Context: an optimization exercise on an open-source flow, tuned for small area. The choices shown serve that exercise and are no tape-out recipe. The RTL was checked by simulation tests, not by an equivalence proof against the original design. Power is estimated from default activity; no workload was simulated.

==> flow/design.v, too long to show whole: its modules and the start of the top module <==
// module can_register: 18 lines
// module can_register_asyn: 23 lines
// module can_register_syn: 23 lines
// module can_register_asyn_syn: 27 lines
// module can_crc: 25 lines
// module can_ibo: 16 lines
// module can_acf: 92 lines
// module can_fifo: 168 lines
// module can_btl: 238 lines
// module can_bsp: 1441 lines
// module can_registers: 719 lines
// module can_top: 391 lines
module can_top
( 
    wb_rst_i,
    wb_dat_i,
    wb_dat_o,
    wb_cyc_i,
    wb_stb_i,
    wb_we_i,
    wb_adr_i,
    wb_ack_o,
  clk_i,
  rx_i,
  tx_o,
  bus_off_on,
  irq_on,
  clkout_o
);
  // ...
==> flow/flow/run.sh <==
#!/bin/bash
# Own layout flow: the standard flow (standard.sh, unchanged synthesis), with
# clock tree synthesis run without dummy loads and with larger sink clusters.
set -euo pipefail
WORK=$(pwd)
export CTS_ARGS="-sink_clustering_enable -repair_clock_nets -dont_use_dummy_load -buf_list sky130_fd_sc_hd__clkbuf_4 -sink_clustering_size 9 -sink_clustering_max_diameter 40"
bash standard.sh > "$WORK/standard_flow.log" 2>&1
test -f "$WORK/out/final.def"
==> flow/standard.sh <==
#!/bin/bash
# synth_recipe.tcl (not shown) runs the flow's synth.tcl, then flattens the netlist and writes it again
# the make line also repeats each setting of config.mk as NAME=value (left out here)
make -C /OpenROAD-flow-scripts/flow DESIGN_CONFIG=/design/flow/config.mk WORK_HOME=/design/flow/orfs CLKGATE_MAP_FILE= SYNTH_SCRIPT=/design/flow/synth_recipe.tcl "${@:-finish}"
==> flow/config.mk <==
export PLATFORM = sky130hd
export DESIGN_NAME = can_top
export DESIGN_NICKNAME = can_top
export VERILOG_FILES = /design/flow/design.v
export SDC_FILE = /design/flow/constraint.sdc
export NUM_CORES = 4
export LEC_CHECK = 0
export CAP_MARGIN = 20
export CORE_MARGIN = 2
export CORE_UTILIZATION = 60
export PLACE_DENSITY = 0.75
export SLEW_MARGIN = 20
==> flow/constraint.sdc <==
create_clock -name core_clock -period 10.0 [get_ports {clk_i}]
set_input_delay 2.0000 -clock core_clock [delete_from_list [all_inputs] [get_ports {clk_i}]]
set_output_delay 2.0000 -clock core_clock [all_outputs]
set_load 0.01 [all_outputs]
==> notes.md, run 1 <==
----------------------------------------------------
[Run status]
  Status ... no timing/DRC/antenna violations

[Power]
  Power of the clock network ... 2790 uW
  Static Leak ... between 0.02 and 0.025 uW
  Switching fraction of total power ... a little under a quarter
  Clock network power share ... approximately 29%

[Layout]
  Nets ... about 5,000
  Total of clock buffers placed in the layout ... around 200
  Diode insertion count for antenna repair ... 8
  Biggest regs ... i_can_bsp.i_can_fifo.fifo (512), i_can_bsp.i_can_fifo.length_fifo (256)
  Dominant class by area ... registers
  Multi-input gates ... 2,960
  Signal buf overhead ... between 1 and 1.5%

[Clock tree]
  Clock tree root buffer cell ... sky130_fd_sc_hd__clkbuf_4
  Post-CTS setup repair buffer count ... 0

[Die]
  Die Y-Extent ... ~340 um
  Die Width ... roughly 340 um

[Timing]
  Clock tree skew after final layout ... between 0.15 and 0.2 ns

[Routing]
  Routed wl met2 ... between 80,000 and 90,000 um
  1st-pass router iterations ... 7

[Synth]
  Post-Synth XOR/XNOR Area ... around 2.2%
  Cell type with the highest aggregate area in the netlist ... sky130_fd_sc_hd__edfxtp_1
  Leading cell type by number of instances after synthesis ... sky130_fd_sc_hd__edfxtp_1
  Count of flip-flops with a built-in enable after synthesis ... 1,072
  Leading post-synthesis cells by cell area ... sky130_fd_sc_hd__edfxtp_1 48%, sky130_fd_sc_hd__dfrtp_1 13%, sky130_fd_sc_hd__mux4_2 9.7%
  Synth top area share ... between 40% and 50%
  Portion of netlist area occupied by mux cells ... about an eighth

[Setup path]
  Worst EP required ... ~11 ns

----------------------------------------------------
==> module can_bsp, before the edit <==
module can_bsp
( 
  clk,
  rst,
  sample_point,
  sampled_bit,
  sampled_bit_q,
  tx_point,
  hard_sync,
  addr,
  data_in,
  data_out,
  fifo_selected,
  reset_mode,
  listen_only_mode,
  acceptance_filter_mode,
  self_test_mode,
  release_buffer,
  tx_request,
  abort_tx,
  self_rx_request,
  single_shot_transmission,
  tx_state,
  tx_state_q,
  overload_request,
  overload_frame,
  read_arbitration_lost_capture_reg,
  read_error_code_capture_reg,
  error_capture_code,
  error_warning_limit,
  we_rx_err_cnt,
  we_tx_err_cnt,
  extended_mode,
  rx_idle,
  transmitting,
  transmitter,
  go_rx_inter,
  not_first_bit_of_inter,
  rx_inter,
  set_reset_mode,
  node_bus_off,
  error_status,
  rx_err_cnt,
  tx_err_cnt,
  transmit_status,
  receive_status,
  tx_successful,
  need_to_tx,
  overrun,
  info_empty,
  set_bus_error_irq,
  set_arbitration_lost_irq,
  arbitration_lost_capture,
  node_error_passive,
  node_error_active,
  rx_message_counter,
  acceptance_code_0,
  acceptance_mask_0,
  acceptance_code_1,
  acceptance_code_2,
  acceptance_code_3,
  acceptance_mask_1,
  acceptance_mask_2,
  acceptance_mask_3,
  tx_data_0,
  tx_data_1,
  tx_data_2,
  tx_data_3,
  tx_data_4,
  tx_data_5,
  tx_data_6,
  tx_data_7,
  tx_data_8,
  tx_data_9,
  tx_data_10,
  tx_data_11,
  tx_data_12,
  tx,
  tx_next,
  bus_off_on,
  go_overload_frame,
  go_error_frame,
  go_tx,
  send_ack
);
parameter Tp = 1;
input         clk;
input         rst;
input         sample_point;
input         sampled_bit;
input         sampled_bit_q;
input         tx_point;
input         hard_sync;
input   [7:0] addr;
input   [7:0] data_in;
output  [7:0] data_out;
input         fifo_selected;
input         reset_mode;
input         listen_only_mode;
input         acceptance_filter_mode;
input         extended_mode;
input         self_test_mode;
input         release_buffer;
input         tx_request;
input         abort_tx;
input         self_rx_request;
input         single_shot_transmission;
output        tx_state;
output        tx_state_q;
input         overload_request;      
output        overload_frame;        
input         read_arbitration_lost_capture_reg;
input         read_error_code_capture_reg;
output  [7:0] error_capture_code;
input   [7:0] error_warning_limit;
input         we_rx_err_cnt;
input         we_tx_err_cnt;
output        rx_idle;
output        transmitting;
output        transmitter;
output        go_rx_inter;
output        not_first_bit_of_inter;
output        rx_inter;
output        set_reset_mode;
output        node_bus_off;
output        error_status;
output  [8:0] rx_err_cnt;
output  [8:0] tx_err_cnt;
output        transmit_status;
output        receive_status;
output        tx_successful;
output        need_to_tx;
output        overrun;
output        info_empty;
output        set_bus_error_irq;
output        set_arbitration_lost_irq;
output  [4:0] arbitration_lost_capture;
output        node_error_passive;
output        node_error_active;
output  [6:0] rx_message_counter;
input   [7:0] acceptance_code_0;
input   [7:0] acceptance_mask_0;
input   [7:0] acceptance_code_1;
input   [7:0] acceptance_code_2;
input   [7:0] acceptance_code_3;
input   [7:0] acceptance_mask_1;
input   [7:0] acceptance_mask_2;
input   [7:0] acceptance_mask_3;
input   [7:0] tx_data_0;
input   [7:0] tx_data_1;
input   [7:0] tx_data_2;
input   [7:0] tx_data_3;
input   [7:0] tx_data_4;
input   [7:0] tx_data_5;
input   [7:0] tx_data_6;
input   [7:0] tx_data_7;
input   [7:0] tx_data_8;
input   [7:0] tx_data_9;
input   [7:0] tx_data_10;
input   [7:0] tx_data_11;
input   [7:0] tx_data_12;
output        tx;
output        tx_next;
output        bus_off_on;
output        go_overload_frame;
output        go_error_frame;
output        go_tx;
output        send_ack;
reg           reset_mode_q;
reg     [5:0] bit_cnt;
reg     [3:0] data_len;
reg    [28:0] id;
reg     [2:0] bit_stuff_cnt;
reg     [2:0] bit_stuff_cnt_tx;
reg           tx_point_q;
reg           rx_idle;
reg           rx_id1;
reg           rx_rtr1;
reg           rx_ide;
reg           rx_id2;
reg           rx_rtr2;
reg           rx_r1;
reg           rx_r0;
reg           rx_dlc;
reg           rx_data;
reg           rx_crc;
reg           rx_crc_lim;
reg           rx_ack;
reg           rx_ack_lim;
reg           rx_eof;
reg           rx_inter;
reg           go_early_tx_latched;
reg           rtr1;
reg           ide;
reg           rtr2;
reg    [14:0] crc_in;
reg     [7:0] tmp_data;
reg     [7:0] tmp_fifo [0:7];
reg           write_data_to_tmp_fifo;
reg     [2:0] byte_cnt;
reg           bit_stuff_cnt_en;
reg           crc_enable;
reg     [2:0] eof_cnt;
reg     [2:0] passive_cnt;
reg           transmitting;
reg           error_frame;
reg           enable_error_cnt2;
reg     [2:0] error_cnt1;
reg     [2:0] error_cnt2;
reg     [2:0] delayed_dominant_cnt;
reg           enable_overload_cnt2;
reg           overload_frame;
reg           overload_frame_blocked;
reg     [1:0] overload_request_cnt;
reg     [2:0] overload_cnt1;
reg     [2:0] overload_cnt2;
reg           tx;
reg           crc_err;
reg           arbitration_lost;
reg           arbitration_lost_q;
reg           arbitration_field_d;
reg     [4:0] arbitration_lost_capture;
reg     [4:0] arbitration_cnt;
reg           arbitration_blocked;
reg           tx_q;
reg           need_to_tx;    
reg     [3:0] data_cnt;      
reg     [2:0] header_cnt;    
reg           wr_fifo;       
reg     [7:0] data_for_fifo; 
reg     [5:0] tx_pointer;
reg           tx_bit;
reg           tx_state;
reg           tx_state_q;
reg           transmitter;
reg           finish_msg;
reg     [8:0] rx_err_cnt;
reg     [8:0] tx_err_cnt;
reg     [3:0] bus_free_cnt;
reg           bus_free_cnt_en;
reg           bus_free;
reg           waiting_for_bus_free;
reg           node_error_passive;
reg           node_bus_off;
reg           node_bus_off_q;
reg           ack_err_latched;
reg           bit_err_latched;
reg           stuff_err_latched;
reg           form_err_latched;
reg           rule3_exc1_1;
reg           rule3_exc1_2;
reg           suspend;
reg           susp_cnt_en;
reg     [2:0] susp_cnt;
reg           error_flag_over_latched;
reg     [7:0] error_capture_code;
reg     [7:6] error_capture_code_type;
reg           error_capture_code_blocked;
reg           tx_next;
reg           first_compare_bit;
wire    [4:0] error_capture_code_segment;
wire          error_capture_code_direction;
wire          bit_de_stuff;
wire          bit_de_stuff_tx;
wire          rule5;
wire          go_rx_idle;
wire          go_rx_id1;
wire          go_rx_rtr1;
wire          go_rx_ide;
wire          go_rx_id2;
wire          go_rx_rtr2;
wire          go_rx_r1;
wire          go_rx_r0;
wire          go_rx_dlc;
wire          go_rx_data;
wire          go_rx_crc;
wire          go_rx_crc_lim;
wire          go_rx_ack;
wire          go_rx_ack_lim;
wire          go_rx_eof;
wire          go_rx_inter;
wire          last_bit_of_inter;
wire          go_crc_enable;
wire          rst_crc_enable;
wire          bit_de_stuff_set;
wire          bit_de_stuff_reset;
wire          go_early_tx;
wire   [14:0] calculated_crc;
wire   [15:0] r_calculated_crc;
wire          remote_rq;
wire    [3:0] limited_data_len;
wire          form_err;
wire          error_frame_ended;
wire          overload_frame_ended;
wire          bit_err;
wire          ack_err;
wire          stuff_err;
wire          id_ok;                 
wire          no_byte0;              
wire          no_byte1;              
wire    [2:0] header_len;
wire          storing_header;
wire    [3:0] limited_data_len_minus1;
wire          reset_wr_fifo;
wire          err;
wire          arbitration_field;
wire   [18:0] basic_chain;
wire   [63:0] basic_chain_data;
wire   [18:0] extended_chain_std;
wire   [38:0] extended_chain_ext;
wire   [63:0] extended_chain_data_std;
wire   [63:0] extended_chain_data_ext;
wire          rst_tx_pointer;
wire    [7:0] r_tx_data_0;
wire    [7:0] r_tx_data_1;
wire    [7:0] r_tx_data_2;
wire    [7:0] r_tx_data_3;
wire    [7:0] r_tx_data_4;
wire    [7:0] r_tx_data_5;
wire    [7:0] r_tx_data_6;
wire    [7:0] r_tx_data_7;
wire    [7:0] r_tx_data_8;
wire    [7:0] r_tx_data_9;
wire    [7:0] r_tx_data_10;
wire    [7:0] r_tx_data_11;
wire    [7:0] r_tx_data_12;
wire          send_ack;
wire          bit_err_exc1;
wire          bit_err_exc2;
wire          bit_err_exc3;
wire          bit_err_exc4;
wire          bit_err_exc5;
wire          bit_err_exc6;
wire          error_flag_over;
wire          overload_flag_over;
wire    [5:0] limited_tx_cnt_ext;
wire    [5:0] limited_tx_cnt_std;
assign go_rx_idle     =                   sample_point &  sampled_bit & last_bit_of_inter | bus_free & (~node_bus_off);
assign go_rx_id1      =                   sample_point &  (~sampled_bit) & (rx_idle | last_bit_of_inter);
assign go_rx_rtr1     = (~bit_de_stuff) & sample_point &  rx_id1  & (bit_cnt[3:0] == 4'd10);
assign go_rx_ide      = (~bit_de_stuff) & sample_point &  rx_rtr1;
assign go_rx_id2      = (~bit_de_stuff) & sample_point &  rx_ide  &   sampled_bit;
assign go_rx_rtr2     = (~bit_de_stuff) & sample_point &  rx_id2  & (bit_cnt[4:0] == 5'd17);
assign go_rx_r1       = (~bit_de_stuff) & sample_point &  rx_rtr2;
assign go_rx_r0       = (~bit_de_stuff) & sample_point & (rx_ide  & (~sampled_bit) | rx_r1);
assign go_rx_dlc      = (~bit_de_stuff) & sample_point &  rx_r0;
assign go_rx_data     = (~bit_de_stuff) & sample_point &  rx_dlc  & (bit_cnt[1:0] == 2'd3) &  (sampled_bit   |   (|data_len[2:0])) & (~remote_rq);
assign go_rx_crc      = (~bit_de_stuff) & sample_point & (rx_dlc  & (bit_cnt[1:0] == 2'd3) & ((~sampled_bit) & (~(|data_len[2:0])) | remote_rq) |
                                                          rx_data & (bit_cnt[5:0] == ((limited_data_len<<3) - 1'b1)));   
assign go_rx_crc_lim  = (~bit_de_stuff) & sample_point &  rx_crc  & (bit_cnt[3:0] == 4'd14);
assign go_rx_ack      = (~bit_de_stuff) & sample_point &  rx_crc_lim;
assign go_rx_ack_lim  =                   sample_point &  rx_ack;
assign go_rx_eof      =                   sample_point &  rx_ack_lim;
assign go_rx_inter    =                 ((sample_point &  rx_eof  & (eof_cnt == 3'd6)) | error_frame_ended | overload_frame_ended) & (~overload_request);
assign go_error_frame = (form_err | stuff_err | bit_err | ack_err | (crc_err & go_rx_eof));
assign error_frame_ended = (error_cnt2 == 3'd7) & tx_point;
assign overload_frame_ended = (overload_cnt2 == 3'd7) & tx_point;
assign go_overload_frame = (     sample_point & ((~sampled_bit) | overload_request) & (rx_eof & (~transmitter) & (eof_cnt == 3'd6) | error_frame_ended | overload_frame_ended) | 
                                 sample_point & (~sampled_bit) & rx_inter & (bit_cnt[1:0] < 2'd2)                                                            |
                                 sample_point & (~sampled_bit) & ((error_cnt2 == 3'd7) | (overload_cnt2 == 3'd7))
                           )
                           & (~overload_frame_blocked)
                           ;
assign go_crc_enable  = hard_sync | go_tx;
assign rst_crc_enable = go_rx_crc;
assign bit_de_stuff_set   = go_rx_id1 & (~go_error_frame);
assign bit_de_stuff_reset = go_rx_ack | go_error_frame | go_overload_frame;
assign remote_rq = ((~ide) & rtr1) | (ide & rtr2);
assign limited_data_len = (data_len < 4'h8)? data_len : 4'h8;
assign ack_err = rx_ack & sample_point & sampled_bit & tx_state & (~self_test_mode);
assign bit_err = (tx_state | error_frame | overload_frame | rx_ack) & sample_point & (tx != sampled_bit) & (~bit_err_exc1) & (~bit_err_exc2) & (~bit_err_exc3) & (~bit_err_exc4) & (~bit_err_exc5) & (~bit_err_exc6) & (~reset_mode);
assign bit_err_exc1 = tx_state & arbitration_field & tx;
assign bit_err_exc2 = rx_ack & tx;
assign bit_err_exc3 = error_frame & node_error_passive & (error_cnt1 < 3'd7);
assign bit_err_exc4 = (error_frame & (error_cnt1 == 3'd7) & (~enable_error_cnt2)) | (overload_frame & (overload_cnt1 == 3'd7) & (~enable_overload_cnt2));
assign bit_err_exc5 = (error_frame & (error_cnt2 == 3'd7)) | (overload_frame & (overload_cnt2 == 3'd7));
assign bit_err_exc6 = (eof_cnt == 3'd6) & rx_eof & (~transmitter); 
assign arbitration_field = rx_id1 | rx_rtr1 | rx_ide | rx_id2 | rx_rtr2;
assign last_bit_of_inter = rx_inter & (bit_cnt[1:0] == 2'd2);
assign not_first_bit_of_inter = rx_inter & (bit_cnt[1:0] != 2'd0);
always @ (posedge clk or posedge rst)
begin
  if (rst)
    rx_idle <= 1'b0;
  else if (go_rx_id1 | go_error_frame)
    rx_idle <= 1'b0;
  else if (go_rx_idle)
    rx_idle <= 1'b1;
end
always @ (posedge clk or posedge rst)
begin
  if (rst)
    rx_id1 <= 1'b0;
  else if (go_rx_rtr1 | go_error_frame)
    rx_id1 <= 1'b0;
  else if (go_rx_id1)
    rx_id1 <= 1'b1;
end
always @ (posedge clk or posedge rst)
begin
  if (rst)
    rx_rtr1 <= 1'b0;
  else if (go_rx_ide | go_error_frame)
    rx_rtr1 <= 1'b0;
  else if (go_rx_rtr1)
    rx_rtr1 <= 1'b1;
end
always @ (posedge clk or posedge rst)
begin
  if (rst)
    rx_ide <= 1'b0;
  else if (go_rx_r0 | go_rx_id2 | go_error_frame)
    rx_ide <= 1'b0;
  else if (go_rx_ide)
    rx_ide <= 1'b1;
end
always @ (posedge clk or posedge rst)
begin
  if (rst)
    rx_id2 <= 1'b0;
  else if (go_rx_rtr2 | go_error_frame)
    rx_id2 <= 1'b0;
  else if (go_rx_id2)
    rx_id2 <= 1'b1;
end
always @ (posedge clk or posedge rst)
begin
  if (rst)
    rx_rtr2 <= 1'b0;
  else if (go_rx_r1 | go_error_frame)
    rx_rtr2 <= 1'b0;
  else if (go_rx_rtr2)
    rx_rtr2 <= 1'b1;
end
always @ (posedge clk or posedge rst)
begin
  if (rst)
    rx_r1 <= 1'b0;
  else if (go_rx_r0 | go_error_frame)
    rx_r1 <= 1'b0;
  else if (go_rx_r1)
    rx_r1 <= 1'b1;
end
always @ (posedge clk or posedge rst)
begin
  if (rst)
    rx_r0 <= 1'b0;
  else if (go_rx_dlc | go_error_frame)
    rx_r0 <= 1'b0;
  else if (go_rx_r0)
    rx_r0 <= 1'b1;
end
always @ (posedge clk or posedge rst)
begin
  if (rst)
    rx_dlc <= 1'b0;
  else if (go_rx_data | go_rx_crc | go_error_frame)
    rx_dlc <= 1'b0;
  else if (go_rx_dlc)
    rx_dlc <= 1'b1;
end
always @ (posedge clk or posedge rst)
begin
  if (rst)
    rx_data <= 1'b0;
  else if (go_rx_crc | go_error_frame)
    rx_data <= 1'b0;
  else if (go_rx_data)
    rx_data <= 1'b1;
end
always @ (posedge clk or posedge rst)
begin
  if (rst)
    rx_crc <= 1'b0;
  else if (go_rx_crc_lim | go_error_frame)
    rx_crc <= 1'b0;
  else if (go_rx_crc)
    rx_crc <= 1'b1;
end
always @ (posedge clk or posedge rst)
begin
  if (rst)
    rx_crc_lim <= 1'b0;
  else if (go_rx_ack | go_error_frame)
    rx_crc_lim <= 1'b0;
  else if (go_rx_crc_lim)
    rx_crc_lim <= 1'b1;
end
always @ (posedge clk or posedge rst)
begin
  if (rst)
    rx_ack <= 1'b0;
  else if (go_rx_ack_lim | go_error_frame)
    rx_ack <= 1'b0;
  else if (go_rx_ack)
    rx_ack <= 1'b1;
end
always @ (posedge clk or posedge rst)
begin
  if (rst)
    rx_ack_lim <= 1'b0;
  else if (go_rx_eof | go_error_frame)
    rx_ack_lim <= 1'b0;
  else if (go_rx_ack_lim)
    rx_ack_lim <= 1'b1;
end
always @ (posedge clk or posedge rst)
begin
  if (rst)
    rx_eof <= 1'b0;
  else if (go_rx_inter | go_error_frame | go_overload_frame)
    rx_eof <= 1'b0;
  else if (go_rx_eof)
    rx_eof <= 1'b1;
end
always @ (posedge clk or posedge rst)
begin
  if (rst)
    rx_inter <= 1'b0;
  else if (go_rx_idle | go_rx_id1 | go_overload_frame | go_error_frame)
    rx_inter <= 1'b0;
  else if (go_rx_inter)
    rx_inter <= 1'b1;
end
always @ (posedge clk or posedge rst)
begin
  if (rst)
    id <= 29'h0;
  else if (sample_point & (rx_id1 | rx_id2) & (~bit_de_stuff))
    id <= {id[27:0], sampled_bit};
end
always @ (posedge clk or posedge rst)
begin
  if (rst)
    rtr1 <= 1'b0;
  else if (sample_point & rx_rtr1 & (~bit_de_stuff))
    rtr1 <= sampled_bit;
end
always @ (posedge clk or posedge rst)
begin
  if (rst)
    rtr2 <= 1'b0;
  else if (sample_point & rx_rtr2 & (~bit_de_stuff))
    rtr2 <= sampled_bit;
end
always @ (posedge clk or posedge rst)
begin
  if (rst)
    ide <= 1'b0;
  else if (sample_point & rx_ide & (~bit_de_stuff))
    ide <= sampled_bit;
end
always @ (posedge clk or posedge rst)
begin
  if (rst)
    data_len <= 4'b0;
  else if (sample_point & rx_dlc & (~bit_de_stuff))
    data_len <= {data_len[2:0], sampled_bit};
end
always @ (posedge clk or posedge rst)
begin
  if (rst)
    tmp_data <= 8'h0;
  else if (sample_point & rx_data & (~bit_de_stuff))
    tmp_data <= {tmp_data[6:0], sampled_bit};
end
always @ (posedge clk or posedge rst)
begin
  if (rst)
    write_data_to_tmp_fifo <= 1'b0;
  else if (sample_point & rx_data & (~bit_de_stuff) & (&bit_cnt[2:0]))
    write_data_to_tmp_fifo <= 1'b1;
  else
    write_data_to_tmp_fifo <= 1'b0;
end
always @ (posedge clk or posedge rst)
begin
  if (rst)
    byte_cnt <= 3'h0;
  else if (write_data_to_tmp_fifo)
    byte_cnt <= byte_cnt + 1'b1;
  else if (sample_point & go_rx_crc_lim)
    byte_cnt <= 3'h0;
end
always @ (posedge clk)
begin
  if (write_data_to_tmp_fifo)
    tmp_fifo[byte_cnt] <= tmp_data;
end
always @ (posedge clk or posedge rst)
begin
  if (rst)
    crc_in <= 15'h0;
  else if (sample_point & rx_crc & (~bit_de_stuff))
    crc_in <= {crc_in[13:0], sampled_bit};
end
always @ (posedge clk or posedge rst)
begin
  if (rst)
    bit_cnt <= 6'd0;
  else if (go_rx_id1 | go_rx_id2 | go_rx_dlc | go_rx_data | go_rx_crc | 
           go_rx_ack | go_rx_eof | go_rx_inter | go_error_frame | go_overload_frame)
    bit_cnt <= 6'd0;
  else if (sample_point & (~bit_de_stuff))
    bit_cnt <= bit_cnt + 1'b1;
end
always @ (posedge clk or posedge rst)
begin
  if (rst)
    eof_cnt <= 3'd0;
  else if (sample_point)
    begin
      if (go_rx_inter | go_error_frame | go_overload_frame)
        eof_cnt <= 3'd0;
      else if (rx_eof)
        eof_cnt <= eof_cnt + 1'b1;
    end
end
always @ (posedge clk or posedge rst)
begin
  if (rst)
    bit_stuff_cnt_en <= 1'b0;
  else if (bit_de_stuff_set)
    bit_stuff_cnt_en <= 1'b1;
  else if (bit_de_stuff_reset)
    bit_stuff_cnt_en <= 1'b0;
end
always @ (posedge clk or posedge rst)
begin
  if (rst)
    bit_stuff_cnt <= 3'h1;
  else if (bit_de_stuff_reset)
    bit_stuff_cnt <= 3'h1;
  else if (sample_point & bit_stuff_cnt_en)
    begin
      if (bit_stuff_cnt == 3'h5)
        bit_stuff_cnt <= 3'h1;
      else if (sampled_bit == sampled_bit_q)
        bit_stuff_cnt <= bit_stuff_cnt + 1'b1;
      else
        bit_stuff_cnt <= 3'h1;
    end
end
always @ (posedge clk or posedge rst)
begin
  if (rst)
    bit_stuff_cnt_tx <= 3'h1;
  else if (reset_mode || bit_de_stuff_reset)
    bit_stuff_cnt_tx <= 3'h1;
  else if (tx_point_q & bit_stuff_cnt_en)
    begin
      if (bit_stuff_cnt_tx == 3'h5)
        bit_stuff_cnt_tx <= 3'h1;
      else if (tx == tx_q)
        bit_stuff_cnt_tx <= bit_stuff_cnt_tx + 1'b1;
      else
        bit_stuff_cnt_tx <= 3'h1;
    end
end
assign bit_de_stuff = bit_stuff_cnt == 3'h5;
assign bit_de_stuff_tx = bit_stuff_cnt_tx == 3'h5;
assign stuff_err = sample_point & bit_stuff_cnt_en & bit_de_stuff & (sampled_bit == sampled_bit_q);
always @ (posedge clk or posedge rst)
begin
  if (rst)
    begin
      reset_mode_q <= 1'b0;
      node_bus_off_q <= 1'b0;
    end
  else
    begin
      reset_mode_q <= reset_mode;
      node_bus_off_q <= node_bus_off;
    end
end
always @ (posedge clk or posedge rst)
begin
  if (rst)
    crc_enable <= 1'b0;
  else if (rst_crc_enable)
    crc_enable <= 1'b0;
  else if (go_crc_enable)
    crc_enable <= 1'b1;
end
always @ (posedge clk or posedge rst)
begin
  if (rst)
    crc_err <= 1'b0;
  else if (reset_mode | error_frame_ended)
    crc_err <= 1'b0;
  else if (go_rx_ack)
    crc_err <= crc_in != calculated_crc;
end
assign form_err = sample_point & ( ((~bit_de_stuff) & rx_crc_lim & (~sampled_bit)                  ) |
                                   (                  rx_ack_lim & (~sampled_bit)                  ) |
                                   ((eof_cnt < 3'd6)& rx_eof     & (~sampled_bit) & (~transmitter) ) |
                                   (                & rx_eof     & (~sampled_bit) &   transmitter  )
                                 );
always @ (posedge clk or posedge rst)
begin
  if (rst)
    ack_err_latched <= 1'b0;
  else if (reset_mode | error_frame_ended | go_overload_frame)
    ack_err_latched <= 1'b0;
  else if (ack_err)
    ack_err_latched <= 1'b1;
end
always @ (posedge clk or posedge rst)
begin
  if (rst)
    bit_err_latched <= 1'b0;
  else if (reset_mode | error_frame_ended | go_overload_frame)
    bit_err_latched <= 1'b0;
  else if (bit_err)
    bit_err_latched <= 1'b1;
end
assign rule5 = bit_err &  ( (~node_error_passive) & error_frame    & (error_cnt1    < 3'd7)
                            | 
                                                    overload_frame & (overload_cnt1 < 3'd7)
                          );
always @ (posedge clk or posedge rst)
begin
  if (rst)
    rule3_exc1_1 <= 1'b0;
  else if (error_flag_over | rule3_exc1_2)
    rule3_exc1_1 <= 1'b0;
  else if (transmitter & node_error_passive & ack_err)
    rule3_exc1_1 <= 1'b1;
end
always @ (posedge clk or posedge rst)
begin
  if (rst)
    rule3_exc1_2 <= 1'b0;
  else if (go_error_frame | rule3_exc1_2)
    rule3_exc1_2 <= 1'b0;
  else if (rule3_exc1_1 & (error_cnt1 < 3'd7) & sample_point & (~sampled_bit))
    rule3_exc1_2 <= 1'b1;
end
always @ (posedge clk or posedge rst)
begin
  if (rst)
    stuff_err_latched <= 1'b0;
  else if (reset_mode | error_frame_ended | go_overload_frame)
    stuff_err_latched <= 1'b0;
  else if (stuff_err)
    stuff_err_latched <= 1'b1;
end
always @ (posedge clk or posedge rst)
begin
  if (rst)
    form_err_latched <= 1'b0;
  else if (reset_mode | error_frame_ended | go_overload_frame)
    form_err_latched <= 1'b0;
  else if (form_err)
    form_err_latched <= 1'b1;
end
can_crc i_can_crc_rx 
(
  .clk(clk),
  .data(sampled_bit),
  .enable(crc_enable & sample_point & (~bit_de_stuff)),
  .initialize(go_crc_enable),
  .crc(calculated_crc)
);
assign no_byte0 = rtr1 | (data_len<4'h1);
assign no_byte1 = rtr1 | (data_len<4'h2);
can_acf i_can_acf
(
  .clk(clk),
  .rst(rst),
  .id(id),
  .reset_mode(reset_mode),
  .acceptance_filter_mode(acceptance_filter_mode),
  .extended_mode(extended_mode),
  .acceptance_code_0(acceptance_code_0),
  .acceptance_mask_0(acceptance_mask_0),
  .acceptance_code_1(acceptance_code_1),
  .acceptance_code_2(acceptance_code_2),
  .acceptance_code_3(acceptance_code_3),
  .acceptance_mask_1(acceptance_mask_1),
  .acceptance_mask_2(acceptance_mask_2),
  .acceptance_mask_3(acceptance_mask_3),
  .go_rx_crc_lim(go_rx_crc_lim),
  .go_rx_inter(go_rx_inter),
  .go_error_frame(go_error_frame),
  .data0(tmp_fifo[0]),
  .data1(tmp_fifo[1]),
  .rtr1(rtr1),
  .rtr2(rtr2),
  .ide(ide),
  .no_byte0(no_byte0),
  .no_byte1(no_byte1),
  .id_ok(id_ok)
);
assign header_len[2:0] = extended_mode ? (ide? (3'h5) : (3'h3)) : 3'h2;
assign storing_header = header_cnt < header_len;
assign limited_data_len_minus1[3:0] = remote_rq? 4'hf : ((data_len < 4'h8)? (data_len -1'b1) : 4'h7);    
assign reset_wr_fifo = (data_cnt == (limited_data_len_minus1 + {1'b0, header_len})) || reset_mode;
assign err = form_err | stuff_err | bit_err | ack_err | form_err_latched | stuff_err_latched | bit_err_latched | ack_err_latched | crc_err;
always @ (posedge clk or posedge rst)
begin
  if (rst)
    wr_fifo <= 1'b0;
  else if (reset_wr_fifo)
    wr_fifo <= 1'b0;
  else if (go_rx_inter & id_ok & (~error_frame_ended) & ((~tx_state) | self_rx_request))
    wr_fifo <= 1'b1;
end
always @ (posedge clk or posedge rst)
begin
  if (rst)
    header_cnt <= 3'h0;
  else if (reset_wr_fifo)
    header_cnt <= 3'h0;
  else if (wr_fifo & storing_header)
    header_cnt <= header_cnt + 1'h1;
end
always @ (posedge clk or posedge rst)
begin
  if (rst)
    data_cnt <= 4'h0;
  else if (reset_wr_fifo)
    data_cnt <= 4'h0;
  else if (wr_fifo)
    data_cnt <= data_cnt + 4'h1;
end
always @ (extended_mode or ide or data_cnt or header_cnt or  header_len or 
          storing_header or id or rtr1 or rtr2 or data_len or
          tmp_fifo[0] or tmp_fifo[2] or tmp_fifo[4] or tmp_fifo[6] or 
          tmp_fifo[1] or tmp_fifo[3] or tmp_fifo[5] or tmp_fifo[7])
begin
  casex ({storing_header, extended_mode, ide, header_cnt})   
    6'b1_1_1_000  : data_for_fifo = {1'b1, rtr2, 2'h0, data_len};   
    6'b1_1_1_001  : data_for_fifo = id[28:21];                      
    6'b1_1_1_010  : data_for_fifo = id[20:13];                      
    6'b1_1_1_011  : data_for_fifo = id[12:5];                       
    6'b1_1_1_100  : data_for_fifo = {id[4:0], 3'h0};                
    6'b1_1_0_000  : data_for_fifo = {1'b0, rtr1, 2'h0, data_len};   
    6'b1_1_0_001  : data_for_fifo = id[10:3];                       
    6'b1_1_0_010  : data_for_fifo = {id[2:0], rtr1, 4'h0};          
    6'b1_0_x_000  : data_for_fifo = id[10:3];                       
    6'b1_0_x_001  : data_for_fifo = {id[2:0], rtr1, data_len};      
    default       : data_for_fifo = tmp_fifo[data_cnt - {1'b0, header_len}];  
  endcase
end
can_fifo i_can_fifo
( 
  .clk(clk),
  .rst(rst),
  .wr(wr_fifo),
  .data_in(data_for_fifo),
  .addr(addr[5:0]),
  .data_out(data_out),
  .fifo_selected(fifo_selected),
  .reset_mode(reset_mode),
  .release_buffer(release_buffer),
  .extended_mode(extended_mode),
  .overrun(overrun),
  .info_empty(info_empty),
  .info_cnt(rx_message_counter)
);
always @ (posedge clk or posedge rst)
begin
  if (rst)
    error_frame <= 1'b0;
  else if (set_reset_mode || error_frame_ended || go_overload_frame)
    error_frame <= 1'b0;
  else if (go_error_frame)
    error_frame <= 1'b1;
end
always @ (posedge clk or posedge rst)
begin
  if (rst)
    error_cnt1 <= 3'd0;
  else if (error_frame_ended | go_error_frame | go_overload_frame)
    error_cnt1 <= 3'd0;
  else if (error_frame & tx_point & (error_cnt1 < 3'd7))
    error_cnt1 <= error_cnt1 + 1'b1;
end
assign error_flag_over = ((~node_error_passive) & sample_point & (error_cnt1 == 3'd7) | node_error_passive  & sample_point & (passive_cnt == 3'h6)) & (~enable_error_cnt2);
always @ (posedge clk or posedge rst)
begin
  if (rst)
    error_flag_over_latched <= 1'b0;
  else if (error_frame_ended | go_error_frame | go_overload_frame)
    error_flag_over_latched <= 1'b0;
  else if (error_flag_over)
    error_flag_over_latched <= 1'b1;
end
always @ (posedge clk or posedge rst)
begin
  if (rst)
    enable_error_cnt2 <= 1'b0;
  else if (error_frame_ended | go_error_frame | go_overload_frame)
    enable_error_cnt2 <= 1'b0;
  else if (error_frame & (error_flag_over & sampled_bit))
    enable_error_cnt2 <= 1'b1;
end
always @ (posedge clk or posedge rst)
begin
  if (rst)
    error_cnt2 <= 3'd0;
  else if (error_frame_ended | go_error_frame | go_overload_frame)
    error_cnt2 <= 3'd0;
  else if (enable_error_cnt2 & tx_point)
    error_cnt2 <= error_cnt2 + 1'b1;
end
always @ (posedge clk or posedge rst)
begin
  if (rst)
    delayed_dominant_cnt <= 3'h0;
  else if (enable_error_cnt2 | go_error_frame | enable_overload_cnt2 | go_overload_frame)
    delayed_dominant_cnt <= 3'h0;
  else if (sample_point & (~sampled_bit) & ((error_cnt1 == 3'd7) | (overload_cnt1 == 3'd7)))
    delayed_dominant_cnt <= delayed_dominant_cnt + 1'b1;
end
always @ (posedge clk or posedge rst)
begin
  if (rst)
    passive_cnt <= 3'h1;
  else if (error_frame_ended | go_error_frame | go_overload_frame | first_compare_bit)
    passive_cnt <= 3'h1;
  else if (sample_point & (passive_cnt < 3'h6))
    begin
      if (error_frame & (~enable_error_cnt2) & (sampled_bit == sampled_bit_q))
        passive_cnt <= passive_cnt + 1'b1;
      else
        passive_cnt <= 3'h1;
    end
end
always @ (posedge clk or posedge rst)
begin
  if (rst)
    first_compare_bit <= 1'b0;
  else if (go_error_frame)
    first_compare_bit <= 1'b1;
  else if (sample_point)
    first_compare_bit <= 1'b0;
end
always @ (posedge clk or posedge rst)
begin
  if (rst)
    overload_frame <= 1'b0;
  else if (overload_frame_ended | go_error_frame)
    overload_frame <= 1'b0;
  else if (go_overload_frame)
    overload_frame <= 1'b1;
end
always @ (posedge clk or posedge rst)
begin
  if (rst)
    overload_cnt1 <= 3'd0;
  else if (overload_frame_ended | go_error_frame | go_overload_frame)
    overload_cnt1 <= 3'd0;
  else if (overload_frame & tx_point & (overload_cnt1 < 3'd7))
    overload_cnt1 <= overload_cnt1 + 1'b1;
end
assign overload_flag_over = sample_point & (overload_cnt1 == 3'd7) & (~enable_overload_cnt2);
always @ (posedge clk or posedge rst)
begin
  if (rst)
    enable_overload_cnt2 <= 1'b0;
  else if (overload_frame_ended | go_error_frame | go_overload_frame)
    enable_overload_cnt2 <= 1'b0;
  else if (overload_frame & (overload_flag_over & sampled_bit))
    enable_overload_cnt2 <= 1'b1;
end
always @ (posedge clk or posedge rst)
begin
  if (rst)
    overload_cnt2 <= 3'd0;
  else if (overload_frame_ended | go_error_frame | go_overload_frame)
    overload_cnt2 <= 3'd0;
  else if (enable_overload_cnt2 & tx_point)
    overload_cnt2 <= overload_cnt2 + 1'b1;
end
always @ (posedge clk or posedge rst)
begin
  if (rst)
    overload_request_cnt <= 2'b0;
  else if (go_error_frame | go_rx_id1)
    overload_request_cnt <= 2'b0;
  else if (overload_request & overload_frame)
    overload_request_cnt <= overload_request_cnt + 1'b1;
end
always @ (posedge clk or posedge rst)
begin
  if (rst)
    overload_frame_blocked <= 1'b0;
  else if (go_error_frame | go_rx_id1)
    overload_frame_blocked <= 1'b0;
  else if (overload_request & overload_frame & overload_request_cnt == 2'h2)    
    overload_frame_blocked <= 1'b1;
end
assign send_ack = (~tx_state) & rx_ack & (~err) & (~listen_only_mode);
always @ (reset_mode or node_bus_off or tx_state or go_tx or bit_de_stuff_tx or tx_bit or tx_q or
          send_ack or go_overload_frame or overload_frame or overload_cnt1 or
          go_error_frame or error_frame or error_cnt1 or node_error_passive)
begin
  if (reset_mode | node_bus_off)                                                 
    tx_next = 1'b1;
  else
    begin
      if (go_error_frame | error_frame)                                          
        begin
          if (error_cnt1 < 3'd6)
            begin
              if (node_error_passive)
                tx_next = 1'b1;
              else
                tx_next = 1'b0;
            end
          else
            tx_next = 1'b1;
        end
      else if (go_overload_frame | overload_frame)                               
        begin
          if (overload_cnt1 < 3'd6)
            tx_next = 1'b0;
          else
            tx_next = 1'b1;
        end
      else if (go_tx | tx_state)                                                         
        tx_next = ((~bit_de_stuff_tx) & tx_bit) | (bit_de_stuff_tx & (~tx_q));
      else if (send_ack)                                                         
        tx_next = 1'b0;
      else
        tx_next = 1'b1;
    end
end
always @ (posedge clk or posedge rst)
begin
  if (rst)
    tx <= 1'b1;
  else if (reset_mode)
    tx <= 1'b1;
  else if (tx_point)
    tx <= tx_next;
end
always @ (posedge clk or posedge rst)
begin
  if (rst)
    tx_q <= 1'b0;
  else if (reset_mode)
    tx_q <= 1'b0;
  else if (tx_point)
    tx_q <= tx & (~go_early_tx_latched);
end
always @ (posedge clk or posedge rst)
begin
  if (rst)
    tx_point_q <= 1'b0;
  else if (reset_mode)
    tx_point_q <= 1'b0;
  else
    tx_point_q <= tx_point;
end
can_ibo i_ibo_tx_data_0  (.di(tx_data_0),  .d_o(r_tx_data_0));
can_ibo i_ibo_tx_data_1  (.di(tx_data_1),  .d_o(r_tx_data_1));
can_ibo i_ibo_tx_data_2  (.di(tx_data_2),  .d_o(r_tx_data_2));
can_ibo i_ibo_tx_data_3  (.di(tx_data_3),  .d_o(r_tx_data_3));
can_ibo i_ibo_tx_data_4  (.di(tx_data_4),  .d_o(r_tx_data_4));
can_ibo i_ibo_tx_data_5  (.di(tx_data_5),  .d_o(r_tx_data_5));
can_ibo i_ibo_tx_data_6  (.di(tx_data_6),  .d_o(r_tx_data_6));
can_ibo i_ibo_tx_data_7  (.di(tx_data_7),  .d_o(r_tx_data_7));
can_ibo i_ibo_tx_data_8  (.di(tx_data_8),  .d_o(r_tx_data_8));
can_ibo i_ibo_tx_data_9  (.di(tx_data_9),  .d_o(r_tx_data_9));
can_ibo i_ibo_tx_data_10 (.di(tx_data_10), .d_o(r_tx_data_10));
can_ibo i_ibo_tx_data_11 (.di(tx_data_11), .d_o(r_tx_data_11));
can_ibo i_ibo_tx_data_12 (.di(tx_data_12), .d_o(r_tx_data_12));
can_ibo i_calculated_crc0 (.di(calculated_crc[14:7]), .d_o(r_calculated_crc[7:0]));
can_ibo i_calculated_crc1 (.di({calculated_crc[6:0], 1'b0}), .d_o(r_calculated_crc[15:8]));
assign basic_chain = {r_tx_data_1[7:4], 2'h0, r_tx_data_1[3:0], r_tx_data_0[7:0], 1'b0};
assign basic_chain_data = {r_tx_data_9, r_tx_data_8, r_tx_data_7, r_tx_data_6, r_tx_data_5, r_tx_data_4, r_tx_data_3, r_tx_data_2};
assign extended_chain_std = {r_tx_data_0[7:4], 2'h0, r_tx_data_0[1], r_tx_data_2[2:0], r_tx_data_1[7:0], 1'b0};
assign extended_chain_ext = {r_tx_data_0[7:4], 2'h0, r_tx_data_0[1], r_tx_data_4[4:0], r_tx_data_3[7:0], r_tx_data_2[7:3], 1'b1, 1'b1, r_tx_data_2[2:0], r_tx_data_1[7:0], 1'b0};
assign extended_chain_data_std = {r_tx_data_10, r_tx_data_9, r_tx_data_8, r_tx_data_7, r_tx_data_6, r_tx_data_5, r_tx_data_4, r_tx_data_3};
assign extended_chain_data_ext = {r_tx_data_12, r_tx_data_11, r_tx_data_10, r_tx_data_9, r_tx_data_8, r_tx_data_7, r_tx_data_6, r_tx_data_5};
wire    [3:0] tx_byte_idx = {1'b0, tx_pointer[5:3]} + (extended_mode ? (tx_data_0[7] ? 4'd5 : 4'd3) : 4'd2);
reg     [7:0] tx_byte;
always @ (tx_byte_idx or tx_data_2 or tx_data_3 or tx_data_4 or tx_data_5 or tx_data_6 or tx_data_7 or
          tx_data_8 or tx_data_9 or tx_data_10 or tx_data_11 or tx_data_12)
begin
  case (tx_byte_idx)
    4'd2    : tx_byte = tx_data_2;
    4'd3    : tx_byte = tx_data_3;
    4'd4    : tx_byte = tx_data_4;
    4'd5    : tx_byte = tx_data_5;
    4'd6    : tx_byte = tx_data_6;
    4'd7    : tx_byte = tx_data_7;
    4'd8    : tx_byte = tx_data_8;
    4'd9    : tx_byte = tx_data_9;
    4'd10   : tx_byte = tx_data_10;
    4'd11   : tx_byte = tx_data_11;
    4'd12   : tx_byte = tx_data_12;
    default : tx_byte = 8'hxx;
  endcase
end
wire          tx_data_bit = tx_byte[~tx_pointer[2:0]];
always @ (extended_mode or rx_data or tx_pointer or tx_data_bit or rx_crc or r_calculated_crc or
          r_tx_data_0   or extended_chain_ext or extended_chain_std or basic_chain or
          finish_msg)
begin
  if (rx_data)   
    tx_bit = tx_data_bit;
  else if (rx_crc)
    tx_bit = r_calculated_crc[tx_pointer];
  else if (finish_msg)
    tx_bit = 1'b1;
  else if (extended_mode)
    begin
      if (r_tx_data_0[0])     
        tx_bit = extended_chain_ext[tx_pointer];
      else
        tx_bit = extended_chain_std[tx_pointer];
    end
  else   
    tx_bit = basic_chain[tx_pointer];
end
assign limited_tx_cnt_ext = tx_data_0[3] ? 6'h3f : ((tx_data_0[2:0] <<3) - 1'b1);
assign limited_tx_cnt_std = tx_data_1[3] ? 6'h3f : ((tx_data_1[2:0] <<3) - 1'b1);
assign rst_tx_pointer = ((~bit_de_stuff_tx) & tx_point & (~rx_data) &   extended_mode  &   r_tx_data_0[0]   & tx_pointer == 6'd38             ) |    
                        ((~bit_de_stuff_tx) & tx_point & (~rx_data) &   extended_mode  & (~r_tx_data_0[0])  & tx_pointer == 6'd18             ) |    
                        ((~bit_de_stuff_tx) & tx_point & (~rx_data) & (~extended_mode)                      & tx_pointer == 6'd18             ) |    
                        ((~bit_de_stuff_tx) & tx_point &   rx_data  &   extended_mode                       & tx_pointer == limited_tx_cnt_ext) |    
                        ((~bit_de_stuff_tx) & tx_point &   rx_data  & (~extended_mode)                      & tx_pointer == limited_tx_cnt_std) |    
                        (                     tx_point &   rx_crc_lim                                                                         ) |    
                        (go_rx_idle                                                                                                           ) |    
                        (reset_mode                                                                                                           ) |
                        (overload_frame                                                                                                       ) |
                        (error_frame                                                                                                          ) ;
always @ (posedge clk or posedge rst)
begin
  if (rst)
    tx_pointer <= 6'h0;
  else if (rst_tx_pointer)
    tx_pointer <= 6'h0;
  else if (go_early_tx | (tx_point & (tx_state | go_tx) & (~bit_de_stuff_tx)))
    tx_pointer <= tx_pointer + 1'b1;
end
assign tx_successful = transmitter & go_rx_inter & (~go_error_frame) & (~error_frame_ended) & (~overload_frame_ended) & (~arbitration_lost);
always @ (posedge clk or posedge rst)
begin
  if (rst)
    need_to_tx <= 1'b0;
  else if (tx_successful | reset_mode | (abort_tx & (~transmitting)) | ((~tx_state) & tx_state_q & single_shot_transmission))
    need_to_tx <= 1'h0;
  else if (tx_request & sample_point)
    need_to_tx <= 1'b1;
end
assign go_early_tx = (~listen_only_mode) & need_to_tx & (~tx_state) & (~suspend | (susp_cnt == 3'h7)) & sample_point & (~sampled_bit) & (rx_idle | last_bit_of_inter);
assign go_tx       = (~listen_only_mode) & need_to_tx & (~tx_state) & (~suspend | (sample_point & (susp_cnt == 3'h7))) & (go_early_tx | rx_idle);
always @ (posedge clk or posedge rst)
begin
  if (rst)
    go_early_tx_latched <= 1'b0;
  else if (reset_mode || tx_point)
    go_early_tx_latched <= 1'b0;
  else if (go_early_tx)
    go_early_tx_latched <= 1'b1;
end
always @ (posedge clk or posedge rst)
begin
  if (rst)
    tx_state <= 1'b0;
  else if (reset_mode | go_rx_inter | error_frame | arbitration_lost)
    tx_state <= 1'b0;
  else if (go_tx)
    tx_state <= 1'b1;
end
always @ (posedge clk or posedge rst)
begin
  if (rst)
    tx_state_q <= 1'b0;
  else if (reset_mode)
    tx_state_q <= 1'b0;
  else
    tx_state_q <= tx_state;
end
always @ (posedge clk or posedge rst)
begin
  if (rst)
    transmitter <= 1'b0;
  else if (go_tx)
    transmitter <= 1'b1;
  else if (reset_mode | go_rx_idle | suspend & go_rx_id1)
    transmitter <= 1'b0;
end
always @ (posedge clk or posedge rst)
begin
  if (rst)
    transmitting <= 1'b0;
  else if (go_error_frame | go_overload_frame | go_tx | send_ack)
    transmitting <= 1'b1;
  else if (reset_mode | go_rx_idle | (go_rx_id1 & (~tx_state)) | (arbitration_lost & tx_state))
    transmitting <= 1'b0;
end
always @ (posedge clk or posedge rst)
begin
  if (rst)
    suspend <= 1'b0;
  else if (reset_mode | (sample_point & (susp_cnt == 3'h7)))
    suspend <= 1'b0;
  else if (not_first_bit_of_inter & transmitter & node_error_passive)
    suspend <= 1'b1;
end
always @ (posedge clk or posedge rst)
begin
  if (rst)
    susp_cnt_en <= 1'b0;
  else if (reset_mode | (sample_point & (susp_cnt == 3'h7)))
    susp_cnt_en <= 1'b0;
  else if (suspend & sample_point & last_bit_of_inter)
    susp_cnt_en <= 1'b1;
end
always @ (posedge clk or posedge rst)
begin
  if (rst)
    susp_cnt <= 3'h0;
  else if (reset_mode | (sample_point & (susp_cnt == 3'h7)))
    susp_cnt <= 3'h0;
  else if (susp_cnt_en & sample_point)
    susp_cnt <= susp_cnt + 1'b1;
end
always @ (posedge clk or posedge rst)
begin
  if (rst)
    finish_msg <= 1'b0;
  else if (go_rx_idle | go_rx_id1 | error_frame | reset_mode)
    finish_msg <= 1'b0;
  else if (go_rx_crc_lim)
    finish_msg <= 1'b1;
end
always @ (posedge clk or posedge rst)
begin
  if (rst)
    arbitration_lost <= 1'b0;
  else if (go_rx_idle | error_frame_ended)
    arbitration_lost <= 1'b0;
  else if (transmitter & sample_point & tx & arbitration_field & ~sampled_bit)
    arbitration_lost <= 1'b1;
end
always @ (posedge clk or posedge rst)
begin
  if (rst)
    arbitration_lost_q <= 1'b0;
  else
    arbitration_lost_q <= arbitration_lost;
end
always @ (posedge clk or posedge rst)
begin
  if (rst)
    arbitration_field_d <= 1'b0;
  else if (sample_point)
    arbitration_field_d <= arbitration_field;
end
assign set_arbitration_lost_irq = arbitration_lost & (~arbitration_lost_q) & (~arbitration_blocked);
always @ (posedge clk or posedge rst)
begin
  if (rst)
    arbitration_cnt <= 5'h0;
  else if (sample_point && !bit_de_stuff)
    if (arbitration_field_d)
      arbitration_cnt <= arbitration_cnt + 1'b1;
    else
      arbitration_cnt <= 5'h0;
end
always @ (posedge clk or posedge rst)
begin
  if (rst)
    arbitration_lost_capture <= 5'h0;
  else if (set_arbitration_lost_irq)
    arbitration_lost_capture <= arbitration_cnt;
end
always @ (posedge clk or posedge rst)
begin
  if (rst)
    arbitration_blocked <= 1'b0;
  else if (read_arbitration_lost_capture_reg)
    arbitration_blocked <= 1'b0;
  else if (set_arbitration_lost_irq)
    arbitration_blocked <= 1'b1;
end
always @ (posedge clk or posedge rst)
begin
  if (rst)
    rx_err_cnt <= 9'h0;
  else if (we_rx_err_cnt & (~node_bus_off))
    rx_err_cnt <= {1'b0, data_in};
  else if (set_reset_mode)
    rx_err_cnt <= 9'h0;
  else
    begin
      if ((~listen_only_mode) & (~transmitter | arbitration_lost))
        begin
          if (go_rx_ack_lim & (~go_error_frame) & (~crc_err) & (rx_err_cnt > 9'h0))
            begin
              if (rx_err_cnt > 9'd127)
                rx_err_cnt <= 9'd127;
              else
                rx_err_cnt <= rx_err_cnt - 1'b1;
            end
          else if (rx_err_cnt < 9'd128)
            begin
              if (go_error_frame & (~rule5))                                                                                           
                rx_err_cnt <= rx_err_cnt + 1'b1;
              else if ( (error_flag_over & (~error_flag_over_latched) & sample_point & (~sampled_bit) & (error_cnt1 == 3'd7)     ) |   
                        (go_error_frame & rule5                                                                                  ) |   
                        (sample_point & (~sampled_bit) & (delayed_dominant_cnt == 3'h7)                            )                   
                      )
                rx_err_cnt <= rx_err_cnt + 4'h8;
            end
        end
    end
end
always @ (posedge clk or posedge rst)
begin
  if (rst)
    tx_err_cnt <= 9'h0;
  else if (we_tx_err_cnt)
    tx_err_cnt <= {1'b0, data_in};
  else
    begin
      if (set_reset_mode)
        tx_err_cnt <= 9'd128;
      else if ((tx_err_cnt > 9'd0) & (tx_successful | bus_free))
        tx_err_cnt <= tx_err_cnt - 1'h1;
      else if (transmitter & (~arbitration_lost))
        begin
          if ( (sample_point & (~sampled_bit) & (delayed_dominant_cnt == 3'h7)                                          ) |        
               (go_error_frame & rule5                                                                                  ) |        
               (go_error_frame & (~(transmitter & node_error_passive & ack_err)) & (~(transmitter & stuff_err & 
                arbitration_field & sample_point & tx & (~sampled_bit)))                                                ) |        
               (error_frame & rule3_exc1_2                                                                              )          
             )
            tx_err_cnt <= tx_err_cnt + 4'h8;
        end
    end
end
always @ (posedge clk or posedge rst)
begin
  if (rst)
    node_error_passive <= 1'b0;
  else if ((rx_err_cnt < 128) & (tx_err_cnt < 9'd128))
    node_error_passive <= 1'b0;
  else if (((rx_err_cnt >= 128) | (tx_err_cnt >= 9'd128)) & (error_frame_ended | go_error_frame | (~reset_mode) & reset_mode_q) & (~node_bus_off))
    node_error_passive <= 1'b1;
end
assign node_error_active = ~(node_error_passive | node_bus_off);
always @ (posedge clk or posedge rst)
begin
  if (rst)
    node_bus_off <= 1'b0;
  else if ((rx_err_cnt == 9'h0) & (tx_err_cnt == 9'd0) & (~reset_mode) | (we_tx_err_cnt & (data_in < 8'd255)))
    node_bus_off <= 1'b0;
  else if ((tx_err_cnt >= 9'd256) | (we_tx_err_cnt & (data_in == 8'd255)))
    node_bus_off <= 1'b1;
end
always @ (posedge clk or posedge rst)
begin
  if (rst)
    bus_free_cnt <= 4'h0;
  else if (sample_point)
    begin
      if (sampled_bit & bus_free_cnt_en & (bus_free_cnt < 4'd10))
        bus_free_cnt <= bus_free_cnt + 1'b1;
      else
        bus_free_cnt <= 4'h0;
    end
end
always @ (posedge clk or posedge rst)
begin
  if (rst)
    bus_free_cnt_en <= 1'b0;
  else if ((~reset_mode) & reset_mode_q | node_bus_off_q & (~reset_mode))
    bus_free_cnt_en <= 1'b1;
  else if (sample_point & sampled_bit & (bus_free_cnt==4'd10) & (~node_bus_off))
    bus_free_cnt_en <= 1'b0;
end
always @ (posedge clk or posedge rst)
begin
  if (rst)
    bus_free <= 1'b0;
  else if (sample_point & sampled_bit & (bus_free_cnt==4'd10) && waiting_for_bus_free)
    bus_free <= 1'b1;
  else
    bus_free <= 1'b0;
end
always @ (posedge clk or posedge rst)
begin
  if (rst)
    waiting_for_bus_free <= 1'b1;
  else if (bus_free & (~node_bus_off))
    waiting_for_bus_free <= 1'b0;
  else if (node_bus_off_q & (~reset_mode))
    waiting_for_bus_free <= 1'b1;
end
assign bus_off_on = ~node_bus_off;
assign set_reset_mode = node_bus_off & (~node_bus_off_q);
assign error_status = extended_mode? ((rx_err_cnt >= error_warning_limit) | (tx_err_cnt >= error_warning_limit))    :
                                     ((rx_err_cnt >= 9'd96) | (tx_err_cnt >= 9'd96))                                ;
assign transmit_status = transmitting  || (extended_mode && waiting_for_bus_free);
assign receive_status  = extended_mode ? (waiting_for_bus_free || (!rx_idle) && (!transmitting)) : 
                                         ((!waiting_for_bus_free) && (!rx_idle) && (!transmitting));
always @ (posedge clk or posedge rst)
begin
  if (rst)
    error_capture_code <= 8'h0;
  else if (read_error_code_capture_reg)
    error_capture_code <= 8'h0;
  else if (set_bus_error_irq)
    error_capture_code <= {error_capture_code_type[7:6], error_capture_code_direction, error_capture_code_segment[4:0]};
end
assign error_capture_code_segment[0] = rx_idle | rx_ide | (rx_id2 & (bit_cnt<6'd13)) | rx_r1 | rx_r0 | rx_dlc | rx_ack | rx_ack_lim | error_frame & node_error_active;
assign error_capture_code_segment[1] = rx_idle | rx_id1 | rx_id2 | rx_dlc | rx_data | rx_ack_lim | rx_eof | rx_inter | error_frame & node_error_passive;
assign error_capture_code_segment[2] = (rx_id1 & (bit_cnt>6'd7)) | rx_rtr1 | rx_ide | rx_id2 | rx_rtr2 | rx_r1 | error_frame & node_error_passive | overload_frame;
assign error_capture_code_segment[3] = (rx_id2 & (bit_cnt>6'd4)) | rx_rtr2 | rx_r1 | rx_r0 | rx_dlc | rx_data | rx_crc | rx_crc_lim | rx_ack | rx_ack_lim | rx_eof | overload_frame;
assign error_capture_code_segment[4] = rx_crc_lim | rx_ack | rx_ack_lim | rx_eof | rx_inter | error_frame | overload_frame;
assign error_capture_code_direction  = ~transmitting;
always @ (bit_err or form_err or stuff_err)
begin
  if (bit_err)
    error_capture_code_type[7:6] = 2'b00;
  else if (form_err)
    error_capture_code_type[7:6] = 2'b01;
  else if (stuff_err)
    error_capture_code_type[7:6] = 2'b10;
  else
    error_capture_code_type[7:6] = 2'b11;
end
assign set_bus_error_irq = go_error_frame & (~error_capture_code_blocked);
always @ (posedge clk or posedge rst)
begin
  if (rst)
    error_capture_code_blocked <= 1'b0;
  else if (read_error_code_capture_reg)
    error_capture_code_blocked <= 1'b0;
  else if (set_bus_error_irq)
    error_capture_code_blocked <= 1'b1;
end
endmodule
==> run 2: changes to the inputs <==
--- a/flow/design.v
+++ b/flow/design.v
@@ -1162,11 +1162,9 @@
   else if (go_rx_inter)
     rx_inter <= 1'b1;
 end
-always @ (posedge clk or posedge rst)
+always @ (posedge clk)
 begin
-  if (rst)
-    id <= 29'h0;
-  else if (sample_point & (rx_id1 | rx_id2) & (~bit_de_stuff))
+  if (sample_point & (rx_id1 | rx_id2) & (~bit_de_stuff))
     id <= {id[27:0], sampled_bit};
 end
 always @ (posedge clk or posedge rst)
@@ -1197,11 +1195,9 @@
   else if (sample_point & rx_dlc & (~bit_de_stuff))
     data_len <= {data_len[2:0], sampled_bit};
 end
-always @ (posedge clk or posedge rst)
+always @ (posedge clk)
 begin
-  if (rst)
-    tmp_data <= 8'h0;
-  else if (sample_point & rx_data & (~bit_de_stuff))
+  if (sample_point & rx_data & (~bit_de_stuff))
     tmp_data <= {tmp_data[6:0], sampled_bit};
 end
 always @ (posedge clk or posedge rst)
@@ -1227,11 +1223,9 @@
   if (write_data_to_tmp_fifo)
     tmp_fifo[byte_cnt] <= tmp_data;
 end
-always @ (posedge clk or posedge rst)
+always @ (posedge clk)
 begin
-  if (rst)
-    crc_in <= 15'h0;
-  else if (sample_point & rx_crc & (~bit_de_stuff))
+  if (sample_point & rx_crc & (~bit_de_stuff))
     crc_in <= {crc_in[13:0], sampled_bit};
 end
 always @ (posedge clk or posedge rst)
==> run 2 against run 1 <==
Hold slack improved by 0.016 ns. Sequential cell count unchanged. Global-route usage decreased by 0.96 points. Largest power group unchanged. Critical endpoint unchanged. Core utilization increased by 0.20 points. Sequential power about the same. Largest cell class unchanged. Still clean on timing, DRC and antenna. Critical path type unchanged. Non-clock buffer count decreased by 3. Final cell count decreased by 3.0%. Combinational power decreased by 4%.
==> notes.md, run 2 <==
----------------------------------------------------
[Layout]
  Share of the core filled with cells in the final layout ... 63.7% (was 63.5%)
  Top library cells by usage in the layout, fill and taps aside ... 1,124 x sky130_fd_sc_hd__edfxtp_1, 414 x sky130_fd_sc_hd__nand2_1, 403 x sky130_fd_sc_hd__nor2_1, 286 x sky130_fd_sc_hd__mux4_2, 281 x sky130_fd_sc_hd__dfrtp_1 (was 1,072 x sky130_fd_sc_hd__edfxtp_1, 433 x sky130_fd_sc_hd__nand2_1, 421 x sky130_fd_sc_hd__nor2_1, 332 x sky130_fd_sc_hd__dfrtp_1, 285 x sky130_fd_sc_hd__mux4_2)
  Most common cell after layout, fill and taps aside ... sky130_fd_sc_hd__edfxtp_1 (unchanged)
  Nets ... 4,901 (was 5,019)
  Final std cell area, no fill ... 69,500 um2 (was 70,000 um2)
  Synthesis-to-layout area growth ... 5.34% (was 5.35%)
  Biggest regs ... i_can_bsp.i_can_fifo.fifo (512), i_can_bsp.i_can_fifo.length_fifo (256) (unchanged)
  Most flop-heavy register ... i_can_bsp.i_can_fifo.fifo (unchanged)
  Layout cells sized above 1 ... 15.3% (was 15.7%)
  Max reg flops ... 512 (unchanged)

[Setup path]
  Max Fanout on Critical Path ... 49 (was 45)
  Setup slack, reg-to-reg ... 4.06 ns (was 4.15 ns)
  Cell with the biggest individual delay on the critical path ... sky130_fd_sc_hd__dfrtp_4 (unchanged)
  Worst path max stage delay ... 1.09 ns (was 0.98 ns)
  Signal arrival time at the worst endpoint ... 6.96 ns (was 6.86 ns)
  CP startpoint kind ... flop (unchanged)
  Worst EP required ... 11.03 ns (was 11.01 ns)
  Worst Setup End Kind ... flop (unchanged)
  Cells traversed along the worst timing path ... buf_4, mux4_2, mux4_2, mux4_2, and2_1, ha_1, inv_1, ha_1, fa_1, a21o_1, a21oi_1, nor2b_1, nor2_1, nor2_1, nor2_1, xnor2_1, nand2_1, xnor2_1, nor2_1 (was buf_4, mux4_2, mux4_2, mux4_2, and2_1, ha_1, inv_1, ha_1, fa_1, a21o_1, a21oi_1, nor2b_1, nor2_1, nor2_1, nor2_1, xnor2_1, nand2_1, xor2_1, nor2_1)
  Top cell by count, worst path ... sky130_fd_sc_hd__nor2_1 (unchanged)
  Type of the setup path with the least slack ... reg -> reg (unchanged)

[Timing]
  Fin crit share ... 59.4% (was 58.5%)
  RSZ-0062 raised after global routing ... false (unchanged)
  Post-Route Setup TNS ... 0 ns (unchanged)
  Worst-case headroom to the max-slew limit ... 19.6% (was 27.6%)
  Worst path setup slack after routing ... 4.06 ns (was 4.15 ns)
  Period minus WS final ... 5.94 ns (was 5.85 ns)
  Number of endpoints with negative hold slack in the final report ... 0 (unchanged)
  Final setup violation count ... 0 (unchanged)
  Clock tree skew after final layout ... 0.167 ns (was 0.176 ns)
  Least-Margin Pin Slew ... 1.19 ns (was 1.09 ns)
  Highest clock frequency the design can meet ... 0.168 GHz (was 0.171 GHz)
  Max-slew violations ... 0 (unchanged)

[Synth]
  Mapped Cells ... 4,674 (was 4,804)
  Asr flop ratio synth ... 20.9% (was 24.5%)
  Count of state elements after synthesis ... 1,453 (unchanged)
  Synth top area share ... 51.2% (was 48.4%)
  Netlist area before placement ... 66,000 um2 (was 66,500 um2)
  Sequential fraction of the synthesis area ... 63.5% (was 62.6%)
  Synth cell types ... 97 (was 99)
  Synth warn ... 17 (unchanged)
  Leading post-synthesis cells by cell area ... sky130_fd_sc_hd__edfxtp_1 51%, sky130_fd_sc_hd__dfrtp_1 11%, sky130_fd_sc_hd__mux4_2 9.8% (was sky130_fd_sc_hd__edfxtp_1 48%, sky130_fd_sc_hd__dfrtp_1 13%, sky130_fd_sc_hd__mux4_2 9.7%)
  Leading cell type by number of instances after synthesis ... sky130_fd_sc_hd__edfxtp_1 (unchanged)
  Syn_area_per_cell ... 14.1 um2 (was 13.8 um2)
  Cell type with the highest aggregate area in the netlist ... sky130_fd_sc_hd__edfxtp_1 (unchanged)
  Dominant register cell in the synthesized netlist ... sky130_fd_sc_hd__edfxtp_1 (unchanged)
  Net count after synthesis ... 4,839 (was 4,969)
  Leading post-synthesis cells by instance count ... 1,124 x sky130_fd_sc_hd__edfxtp_1, 416 x sky130_fd_sc_hd__nand2_1, 404 x sky130_fd_sc_hd__nor2_1 (was 1,072 x sky130_fd_sc_hd__edfxtp_1, 434 x sky130_fd_sc_hd__nand2_1, 423 x sky130_fd_sc_hd__nor2_1)
  Count of flip-flops with a built-in enable after synthesis ... 1,124 (was 1,072)

[Global route]
  Maximum number of pins on one net before global-route repair ... 76 (was 159)
  Wire length of the first global-routing pass ... 261,000 um (was 269,000 um)
  Initial antenna violation count ... 5 (was 8)
  GRT Total Usage ... 31.2% (was 32.2%)
  Via count of the first global-routing pass ... 41,100 (was 41,700)
  Total congestion overflow after global routing ... 0 (unchanged)

[Power]
  IR drop worst, VDD ... 0.000146 V (was 0.000112 V)
  Sequential Power Share ... 66.8% (was 66.6%)
  Net switching power ... 2220 uW (about the same)
  PwrDens ... 141 nW/um2 (was 139 nW/um2)
  Static Leak ... 0.0212 uW (was 0.0243 uW)
  Clock network power share ... 28.7% (was 28.6%)
  Combinational cell fraction of total power ... 4.6% (was 4.8%)
  Design internal power ... 7550 uW (was 7530 uW)
  Switching fraction of total power ... 22.7% (was 22.8%)

[Run status]
  Status ... no timing/DRC/antenna violations (unchanged)

[Placement]
  Routability congestion estimate from global placement ... 1.00 (was 1.10)
  Half-perimeter wire length of the detailed placement result ... 116,000 um (was 122,000 um)
  Count of input and output buffers ... 33 (unchanged)
  Post-Place Cell Area ... 67,900 um2 (was 68,500 um2)
  Pre-CTS setup slack ... 3.33 ns (was 3.39 ns)

[Clock tree]
  Post-cts gate resize count ... 0 (unchanged)
  Total of hold buffers inserted after clock tree synthesis ... 0 (unchanged)
  CTS tree ... yes (unchanged)
  Number of buffers between clock root and the deepest sink ... 3 (unchanged)
  TritonCTS Sinks ... 1,453 (unchanged)
  Post-CTS setup repair buffer count ... 0 (unchanged)
  Number of buffers inserted during clock tree synthesis ... 203 (was 201)
  Clock tree root buffer cell ... sky130_fd_sc_hd__clkbuf_4 (unchanged)
  Clock transition time at the flip-flop clock pins of the worst setup and hold paths ... 0.09 ns (about the same)
  Worst-skew pair later-pin latency ... 1.25 ns (was 1.21 ns)
  Number of levels the H-tree was split into ... 4 (unchanged)

[Die]
  Die Y-Extent ... 336 um (was 337 um)
  Area inside the core boundary ... 109,000 um2 (was 110,000 um2)
  Die Width ... 336 um (was 337 um)
  Initial cell density of the core ... 60.5% (was 60.3%)
  Std cell rows ... 121 (was 122)
  Total die area ... 113,000 um2 (about the same)
  I/O pin cnt ... 35 (unchanged)

[Flow run]
  Max-capacitance violation count ... 0 (unchanged)

[Routing]
  Vias after detailed routing ... 42,100 (was 42,800)
  Average vias per placed instance ... 6.84 (was 6.74)
  Post-DR wirelength/cell ... 28.2 um (was 28.3 um)
  Total detailed-routing wirelength ... 174,000 um (was 180,000 um)
  Total DRC errors in the routed layout ... 0 (unchanged)
  1st-pass router iterations ... 9 (was 7)
  Number of routed nets with antenna violations ... 0 (unchanged)
  1st-iter DRT viols ... 5,820 (was 6,142)

[Worst hold path]
  Class of the tightest hold or removal check ... reg -> reg (unchanged)

----------------------------------------------------
[run 2: layout make-up]
type / count / area, um2
Antenna cell: 11 / 27.5
Clock buffer: 203 / 1520
Fill cell: 7981 / 39500
Inverter: 115 / 435
Multi-Input combinational cell: 2849 / 22900
Sequential cell: 1453 / 41900
Tap cell: 1414 / 1770
Timing Repair Buffer: 114 / 942
[run 2: worst paths after layout]
kind	endpoint	cells past startpoint	start
max in group asynchronous	i_can_bsp.arbitration_lost$_DFFE_PP0P_	4	wb_rst_i
hold reg to reg	cs_ack3$_DFF_P_	0	cs_ack2$_DFF_P_
setup reg to reg	i_can_bsp.i_can_fifo.fifo_cnt[6]$_DFFE_PP0P_	19	i_can_bsp.i_can_fifo.rd_info_pointer[0]$_DFFE_PP0P_
min in group asynchronous	i_can_bsp.node_bus_off_q$_DFF_PP0_	2	wb_rst_i
setup / recovery	i_can_bsp.i_can_fifo.fifo_cnt[6]$_DFFE_PP0P_	19	i_can_bsp.i_can_fifo.rd_info_pointer[0]$_DFFE_PP0P_
hold / removal	cs_ack3$_DFF_P_	0	cs_ack2$_DFF_P_
[run 2: per-layer routing]
metal	global-route usage (%)	up-vias	wire length [um]
met1	44.2	20900	67100
met3	7.22	516	19800
met5	0	-	52
li1	-	18100	-
met2	46.6	2615	78100
met4	14.1	8	8640
[run 2: power by group through the flow]
stage	combinational (uW)	clock [uW]	sequential (uW)
after CTS	441	2850	6530
after global placement	428	0	6660
after global routing	484	3090	6530
after floorplan	295	0	6640
after detailed placement	439	0	6660
final	446	2800	6530
[run 2: kinds of logic after synthesis]
| kind of cell | after synthesis | synth area share (%) |
|---|---|---|
| DFF | 1453 | 63.5 |
| and+or+nand+nor | 1342 | 9.46 |
| AOI/OAI and AO/OA | 797 | 8.17 |
| muxes | 398 | 11.6 |
| buffers and inverters | 372 | 2.22 |
| xor gates and xnor gates | 168 | 2.26 |
| adders and majority gates | 143 | 2.83 |
| other | 1 | 0.00568 |
[run 2: per-stage QoR]
| stage | power, uW | hold slack [ns] | instances |
|---|---|---|---|
| floorplan | 6930 | 0.310 | 4674 |
| global placement | 7090 | 0.336 | 5945 |
| detailed placement | 7100 | 0.327 | 5945 |
| CTS | 9820 | 0.357 | 6148 |
| global route | 10100 | 0.365 | 6151 |
| finish | 9780 | 0.355 | 6159 |
[run 2: critical path: cells and delay by family (launching register included)]
kind	cells	cell delay (ns)
xor+xnor	2	0.31
simple gates	7	0.63
fa+ha+maj	3	0.89
flops	1	1.09
compound gates	2	0.39
mux	3	1.65
buf+inv	2	0.75

Re-timed with assumed drivers on the ports (clkbuf_16 on the clock, buf_2 on other inputs), run 2 has 4.064 ns of setup slack against 4.064 ns with ideal ports, and 3.393 ns once port delays also move by the mid clock arrival of 1.250 ns.
